What follows belongs to an exercise in optimizing a design on an open flow for small area and a short achievable clock period; a production flow would make more cautious choices. Function was checked by simulation only, so behaviour that the tests miss may differ from the original.

Design resize_datapath, start of the top module:
module resize_datapath (
  clk,
  reset_n,
  enable,
  data_in1,
  data_in2,
  scale,
  data_out
);
Size: ~1500 cells after synthesis, about 67 I/O pins, roughly 10000 um^2 of cells after synthesis.
clock: 25.0 ns
lec_check: 0
abc_area: 1
cap_margin: 20
core_margin: 2
core_utilization: 65
place_density: 0.8
setup_slack_margin: 5
slew_margin: 20
synth_hierarchical: 1
synth_minimum_keep_size: 0
standard.sh (not shown) runs the stock make flow with config.mk's settings and CLKGATE_MAP_FILE= SYNTH_SCRIPT=/design/flow/synth_recipe.tcl, a recipe that flattens the netlist after the stock synthesis.
==> flow/flow/run.sh <==
#!/bin/bash
# Own layout flow:
#  1. the standard synthesis (bash standard.sh synth);
#  2. the logic between the registers and the full-adder cells is mapped
#     again by ABC for area (registers and full adders kept as they are);
#  3. the standard layout from the floorplan on, except that the delay
#     cells may not be used (so the port buffers are plain buffers); the
#     platform's own don't-use cells stay don't-use.
# Each tool's output goes to a log file of its own here (flow_*.log).
set -euo pipefail
W=$(pwd)
R=$W/orfs/results/$FLOW_PLATFORM/resize_datapath/base
YOSYS=$FLOW_HOME/../tools/install/yosys/bin/yosys
LIB=$FLOW_HOME/platforms/sky130hd/lib/sky130_fd_sc_hd__tt_025C_1v80.lib

bash standard.sh synth > "$W/flow_synth.log" 2>&1
cp "$R/1_2_yosys.v" "$W/standard_1_2_yosys.v"

DL="sky130_fd_sc_hd__clkdlybuf4s15_1 sky130_fd_sc_hd__clkdlybuf4s15_2 sky130_fd_sc_hd__clkdlybuf4s18_1 sky130_fd_sc_hd__clkdlybuf4s18_2 sky130_fd_sc_hd__clkdlybuf4s25_1 sky130_fd_sc_hd__clkdlybuf4s25_2 sky130_fd_sc_hd__clkdlybuf4s50_1 sky130_fd_sc_hd__clkdlybuf4s50_2 sky130_fd_sc_hd__dlygate4sd1_1 sky130_fd_sc_hd__dlygate4sd2_1 sky130_fd_sc_hd__dlygate4sd3_1 sky130_fd_sc_hd__dlymetal6s2s_1 sky130_fd_sc_hd__dlymetal6s4s_1 sky130_fd_sc_hd__dlymetal6s6s_1"
PLAT=$(sed -n '/^export DONT_USE_CELLS/,/^[^ ]/p' "$FLOW_HOME/platforms/sky130hd/config.mk" | grep -o 'sky130_fd_sc_hd__[A-Za-z0-9_]*' | tr '\n' ' ')
DONT_ALL="$DL $PLAT"
# ABC may not use the don't-use cells, nor the multi-output adder cells
ABC_DONT=$(for c in $DONT_ALL sky130_fd_sc_hd__fa_1 sky130_fd_sc_hd__fa_2 sky130_fd_sc_hd__fa_4 sky130_fd_sc_hd__fah_1 sky130_fd_sc_hd__fahcin_1 sky130_fd_sc_hd__fahcon_1 sky130_fd_sc_hd__ha_1 sky130_fd_sc_hd__ha_2 sky130_fd_sc_hd__ha_4; do printf -- "-dont_use $c "; done)
printf 'set_driving_cell sky130_fd_sc_hd__buf_1\nset_load 5\n' > "$W/resyn.constr"
echo 'strash; balance; dch; map -a; topo; stime -c; upsize -c; dnsize -c' > "$W/resyn.abc"
cat > "$W/resyn.ys" <<EOS
read_liberty -ignore_miss_func $LIB
blackbox sky130_fd_sc_hd__fa_1 sky130_fd_sc_hd__fa_2 sky130_fd_sc_hd__fa_4 sky130_fd_sc_hd__dfrtp_1 sky130_fd_sc_hd__dfrtp_2 sky130_fd_sc_hd__dfrtp_4
read_verilog $W/standard_1_2_yosys.v
hierarchy -top $FLOW_TOP
flatten
opt_clean -purge
abc -liberty $LIB -constr $W/resyn.constr -script $W/resyn.abc $ABC_DONT
opt_clean -purge
hilomap -singleton -hicell sky130_fd_sc_hd__conb_1 HI -locell sky130_fd_sc_hd__conb_1 LO
splitnets
opt_clean -purge
write_verilog -noattr -nohex -nodec $W/resyn.v
EOS
"$YOSYS" -s "$W/resyn.ys" > "$W/flow_resyn.log" 2>&1
# read the new netlist back on its own and check it
"$YOSYS" -p "read_liberty -lib $LIB; read_verilog $W/resyn.v; hierarchy -check -top $FLOW_TOP; check -assert -mapped; stat -liberty $LIB" > "$W/flow_resyn_check.log" 2>&1
cp "$W/resyn.v" "$R/1_2_yosys.v"
touch "$R/1_2_yosys.v"

bash standard.sh "DONT_USE_CELLS=$DONT_ALL" SETUP_SLACK_MARGIN=7.5 RECOVER_POWER=100 finish > "$W/flow_finish.log" 2>&1
Change:
--- a/flow/flow/run.sh
+++ b/flow/flow/run.sh
@@ -46 +46 @@
-bash standard.sh "DONT_USE_CELLS=$DONT_ALL" SETUP_SLACK_MARGIN=7.5 RECOVER_POWER=100 finish > "$W/flow_finish.log" 2>&1
+bash standard.sh "DONT_USE_CELLS=$DONT_ALL" SETUP_SLACK_MARGIN=7 finish > "$W/flow_finish.log" 2>&1
What happened:
- The changed run passed the timing, DRC and antenna checks
- final cell count decreases by 0.96%
- cell area shrinks by 0.75%
- routed wire length falls by 0.97%
- core utilization came out lower by 0.54 points


Starting RTL as in the previous note.
==> flow/config.mk <==
export PLATFORM = sky130hd
export DESIGN_NAME = resize_datapath
export DESIGN_NICKNAME = resize_datapath
export VERILOG_FILES = /design/flow/design.v
export SDC_FILE = /design/flow/constraint.sdc
export NUM_CORES = 4
export LEC_CHECK = 0
export ABC_AREA = 1
export CAP_MARGIN = 20
export CORE_MARGIN = 2
export CORE_UTILIZATION = 55
export PLACE_DENSITY = 0.7
export SETUP_SLACK_MARGIN = 5
export SLEW_MARGIN = 20
export SYNTH_HIERARCHICAL = 1
export SYNTH_MINIMUM_KEEP_SIZE = 0
==> flow/constraint.sdc <==
create_clock -name core_clock -period 25.0 [get_ports {clk}]
set_input_delay 5.0000 -clock core_clock [delete_from_list [all_inputs] [get_ports {clk}]]
set_output_delay 5.0000 -clock core_clock [all_outputs]
set_load 0.01 [all_outputs]
==> flow/flow/run.sh <==
#!/bin/bash
# Own layout flow:
#  1. the standard synthesis (bash standard.sh synth);
#  2. the logic between the registers and the full-adder cells is mapped
#     again by ABC for area (registers and full adders kept as they are);
#  3. the standard layout from the floorplan on, except that the delay
#     cells may not be used (so the port buffers are plain buffers); the
#     platform's own don't-use cells stay don't-use.
# Each tool's output goes to a log file of its own here (flow_*.log).
set -euo pipefail
W=$(pwd)
R=$W/orfs/results/$FLOW_PLATFORM/resize_datapath/base
YOSYS=$FLOW_HOME/../tools/install/yosys/bin/yosys
LIB=$FLOW_HOME/platforms/sky130hd/lib/sky130_fd_sc_hd__tt_025C_1v80.lib

bash standard.sh synth > "$W/flow_synth.log" 2>&1
cp "$R/1_2_yosys.v" "$W/standard_1_2_yosys.v"

DL="sky130_fd_sc_hd__clkdlybuf4s15_1 sky130_fd_sc_hd__clkdlybuf4s15_2 sky130_fd_sc_hd__clkdlybuf4s18_1 sky130_fd_sc_hd__clkdlybuf4s18_2 sky130_fd_sc_hd__clkdlybuf4s25_1 sky130_fd_sc_hd__clkdlybuf4s25_2 sky130_fd_sc_hd__clkdlybuf4s50_1 sky130_fd_sc_hd__clkdlybuf4s50_2 sky130_fd_sc_hd__dlygate4sd1_1 sky130_fd_sc_hd__dlygate4sd2_1 sky130_fd_sc_hd__dlygate4sd3_1 sky130_fd_sc_hd__dlymetal6s2s_1 sky130_fd_sc_hd__dlymetal6s4s_1 sky130_fd_sc_hd__dlymetal6s6s_1"
PLAT=$(sed -n '/^export DONT_USE_CELLS/,/^[^ ]/p' "$FLOW_HOME/platforms/sky130hd/config.mk" | grep -o 'sky130_fd_sc_hd__[A-Za-z0-9_]*' | tr '\n' ' ')
DONT_ALL="$DL $PLAT"
# ABC may not use the don't-use cells, nor the multi-output adder cells
ABC_DONT=$(for c in $DONT_ALL sky130_fd_sc_hd__fa_1 sky130_fd_sc_hd__fa_2 sky130_fd_sc_hd__fa_4 sky130_fd_sc_hd__fah_1 sky130_fd_sc_hd__fahcin_1 sky130_fd_sc_hd__fahcon_1 sky130_fd_sc_hd__ha_1 sky130_fd_sc_hd__ha_2 sky130_fd_sc_hd__ha_4; do printf -- "-dont_use $c "; done)
printf 'set_driving_cell sky130_fd_sc_hd__buf_1\nset_load 5\n' > "$W/resyn.constr"
echo 'strash; dc2; balance; dch; map -a; topo; stime -c; upsize -c; dnsize -c' > "$W/resyn.abc"
cat > "$W/resyn.ys" <<EOS
read_liberty -ignore_miss_func $LIB
blackbox sky130_fd_sc_hd__fa_1 sky130_fd_sc_hd__fa_2 sky130_fd_sc_hd__fa_4 sky130_fd_sc_hd__dfrtp_1 sky130_fd_sc_hd__dfrtp_2 sky130_fd_sc_hd__dfrtp_4
read_verilog $W/standard_1_2_yosys.v
hierarchy -top $FLOW_TOP
flatten
opt_clean -purge
abc -liberty $LIB -constr $W/resyn.constr -script $W/resyn.abc $ABC_DONT
opt_clean -purge
hilomap -singleton -hicell sky130_fd_sc_hd__conb_1 HI -locell sky130_fd_sc_hd__conb_1 LO
splitnets
opt_clean -purge
write_verilog -noattr -nohex -nodec $W/resyn.v
EOS
"$YOSYS" -s "$W/resyn.ys" > "$W/flow_resyn.log" 2>&1
# read the new netlist back on its own and check it
"$YOSYS" -p "read_liberty -lib $LIB; read_verilog $W/resyn.v; hierarchy -check -top $FLOW_TOP; check -assert -mapped; stat -liberty $LIB" > "$W/flow_resyn_check.log" 2>&1
cp "$W/resyn.v" "$R/1_2_yosys.v"
touch "$R/1_2_yosys.v"

bash standard.sh "DONT_USE_CELLS=$DONT_ALL" SETUP_SLACK_MARGIN=7.5 finish > "$W/flow_finish.log" 2>&1
The starting point ran to the end with no violations.
Change:
--- a/flow/flow/run.sh
+++ b/flow/flow/run.sh
@@ -23,5 +23,5 @@
 ABC_DONT=$(for c in $DONT_ALL sky130_fd_sc_hd__fa_1 sky130_fd_sc_hd__fa_2 sky130_fd_sc_hd__fa_4 sky130_fd_sc_hd__fah_1 sky130_fd_sc_hd__fahcin_1 sky130_fd_sc_hd__fahcon_1 sky130_fd_sc_hd__ha_1 sky130_fd_sc_hd__ha_2 sky130_fd_sc_hd__ha_4; do printf -- "-dont_use $c "; done)
 printf 'set_driving_cell sky130_fd_sc_hd__buf_1\nset_load 5\n' > "$W/resyn.constr"
-echo 'strash; dc2; balance; dch; map -a; topo; stime -c; upsize -c; dnsize -c' > "$W/resyn.abc"
+echo 'strash; &get -n; &syn2; &put; dc2; balance; dch; map -a; topo; stime -c; upsize -c; dnsize -c' > "$W/resyn.abc"
 cat > "$W/resyn.ys" <<EOS
 read_liberty -ignore_miss_func $LIB
@@ -44,3 +44,3 @@
 touch "$R/1_2_yosys.v"
 
-bash standard.sh "DONT_USE_CELLS=$DONT_ALL" SETUP_SLACK_MARGIN=7.5 finish > "$W/flow_finish.log" 2>&1
+bash standard.sh "DONT_USE_CELLS=$DONT_ALL" SETUP_SLACK_MARGIN=7 finish > "$W/flow_finish.log" 2>&1
=> The new run completed with no timing, DRC or antenna violations; first-iteration DRC count goes down by 13%; clock-buffer cell count grows by 1; worst setup slack got worse by 0.19 ns; clock skew stays the same; non-clock buffer count decreases by 31; global-route usage drops by 0.30 points; synthesized cell count hardly moves; cell area is lower by 3.5%.
Change:
--- a/flow/flow/run.sh
+++ b/flow/flow/run.sh
@@ -23,5 +23,5 @@
 ABC_DONT=$(for c in $DONT_ALL sky130_fd_sc_hd__fa_1 sky130_fd_sc_hd__fa_2 sky130_fd_sc_hd__fa_4 sky130_fd_sc_hd__fah_1 sky130_fd_sc_hd__fahcin_1 sky130_fd_sc_hd__fahcon_1 sky130_fd_sc_hd__ha_1 sky130_fd_sc_hd__ha_2 sky130_fd_sc_hd__ha_4; do printf -- "-dont_use $c "; done)
 printf 'set_driving_cell sky130_fd_sc_hd__buf_1\nset_load 5\n' > "$W/resyn.constr"
-echo 'strash; &get -n; &syn2; &put; dc2; balance; dch; map -a; topo; stime -c; upsize -c; dnsize -c' > "$W/resyn.abc"
+echo 'strash; balance; dch; map -a; topo; stime -c; upsize -c; dnsize -c' > "$W/resyn.abc"
 cat > "$W/resyn.ys" <<EOS
 read_liberty -ignore_miss_func $LIB
@@ -44,3 +44,3 @@
 touch "$R/1_2_yosys.v"
 
-bash standard.sh "DONT_USE_CELLS=$DONT_ALL" SETUP_SLACK_MARGIN=7 finish > "$W/flow_finish.log" 2>&1
+bash standard.sh "DONT_USE_CELLS=$DONT_ALL" SETUP_SLACK_MARGIN=7.5 finish > "$W/flow_finish.log" 2>&1
- CORE_UTILIZATION: 55 -> 65
- PLACE_DENSITY: 0.7 -> 0.8
Outcome: Via count went up by 4.7%; final cell count goes up by 2.8%; register-to-register slack is about the same.
Change:
--- a/flow/flow/run.sh
+++ b/flow/flow/run.sh
@@ -23,5 +23,5 @@
 ABC_DONT=$(for c in $DONT_ALL sky130_fd_sc_hd__fa_1 sky130_fd_sc_hd__fa_2 sky130_fd_sc_hd__fa_4 sky130_fd_sc_hd__fah_1 sky130_fd_sc_hd__fahcin_1 sky130_fd_sc_hd__fahcon_1 sky130_fd_sc_hd__ha_1 sky130_fd_sc_hd__ha_2 sky130_fd_sc_hd__ha_4; do printf -- "-dont_use $c "; done)
 printf 'set_driving_cell sky130_fd_sc_hd__buf_1\nset_load 5\n' > "$W/resyn.constr"
-echo 'strash; balance; dch; map -a; topo; stime -c; upsize -c; dnsize -c' > "$W/resyn.abc"
+echo 'strash; dch; map -a; topo; stime -c; upsize -c; dnsize -c' > "$W/resyn.abc"
 cat > "$W/resyn.ys" <<EOS
 read_liberty -ignore_miss_func $LIB
@@ -44,3 +44,3 @@
 touch "$R/1_2_yosys.v"
 
-bash standard.sh "DONT_USE_CELLS=$DONT_ALL" SETUP_SLACK_MARGIN=7.5 finish > "$W/flow_finish.log" 2>&1
+bash standard.sh "DONT_USE_CELLS=$DONT_ALL" finish > "$W/flow_finish.log" 2>&1
- CORE_UTILIZATION: 65 -> 55
- PLACE_DENSITY: 0.8 -> 0.7
Core utilization is lower by 13 points; sequential share of layout area is about the same; maximum frequency drops by a little under a tenth; design area is lower slightly; hold slack improved by 0.0053 ns; routed wire length came out lower by a few percent; cell count grows slightly; area after synthesis is higher slightly; via count drops by a few percent; worst setup slack is worse by 1.5 ns; clock skew stays the same.

==> what the ideal ports hide <==
Ports are ideal in the flow. The routed layouts listed here were re-timed in OpenROAD. Step 1, drivers: a clkbuf_16 drives clk and a buf_2 each remaining input, both assumed. Step 2 moves the port delays by t, midway between the first and last clock arrival at a register: inputs arrive t later, outputs are due t later. That takes back most of the time a late clock gives input paths. Three values: no drivers, after step 1, after step 2; two values: the first two.
run	t (ns)	setup slack, ns	cell pins on the clock port's net
the first run of note 1	0.266	7.524 / 7.512 / 7.247	1
the second run of note 1	0.266	7.893 / 7.896 / 7.631	1
the first run of note 2	0.260	7.954 / 7.948 / 7.688	1
the second run of note 2	0.265	7.765 / 7.769 / 7.505	1
the third run of note 2	0.264	8.360 / 8.345 / 8.081	1
the fourth run of note 2	0.269	6.820 / 6.827 / 6.558	1
After both steps setup and hold are still met in every run listed. For the third run of note 2, which loses most, drivers alone change the setup slack by -0.015 ns; drivers and shift together by -0.279 ns.
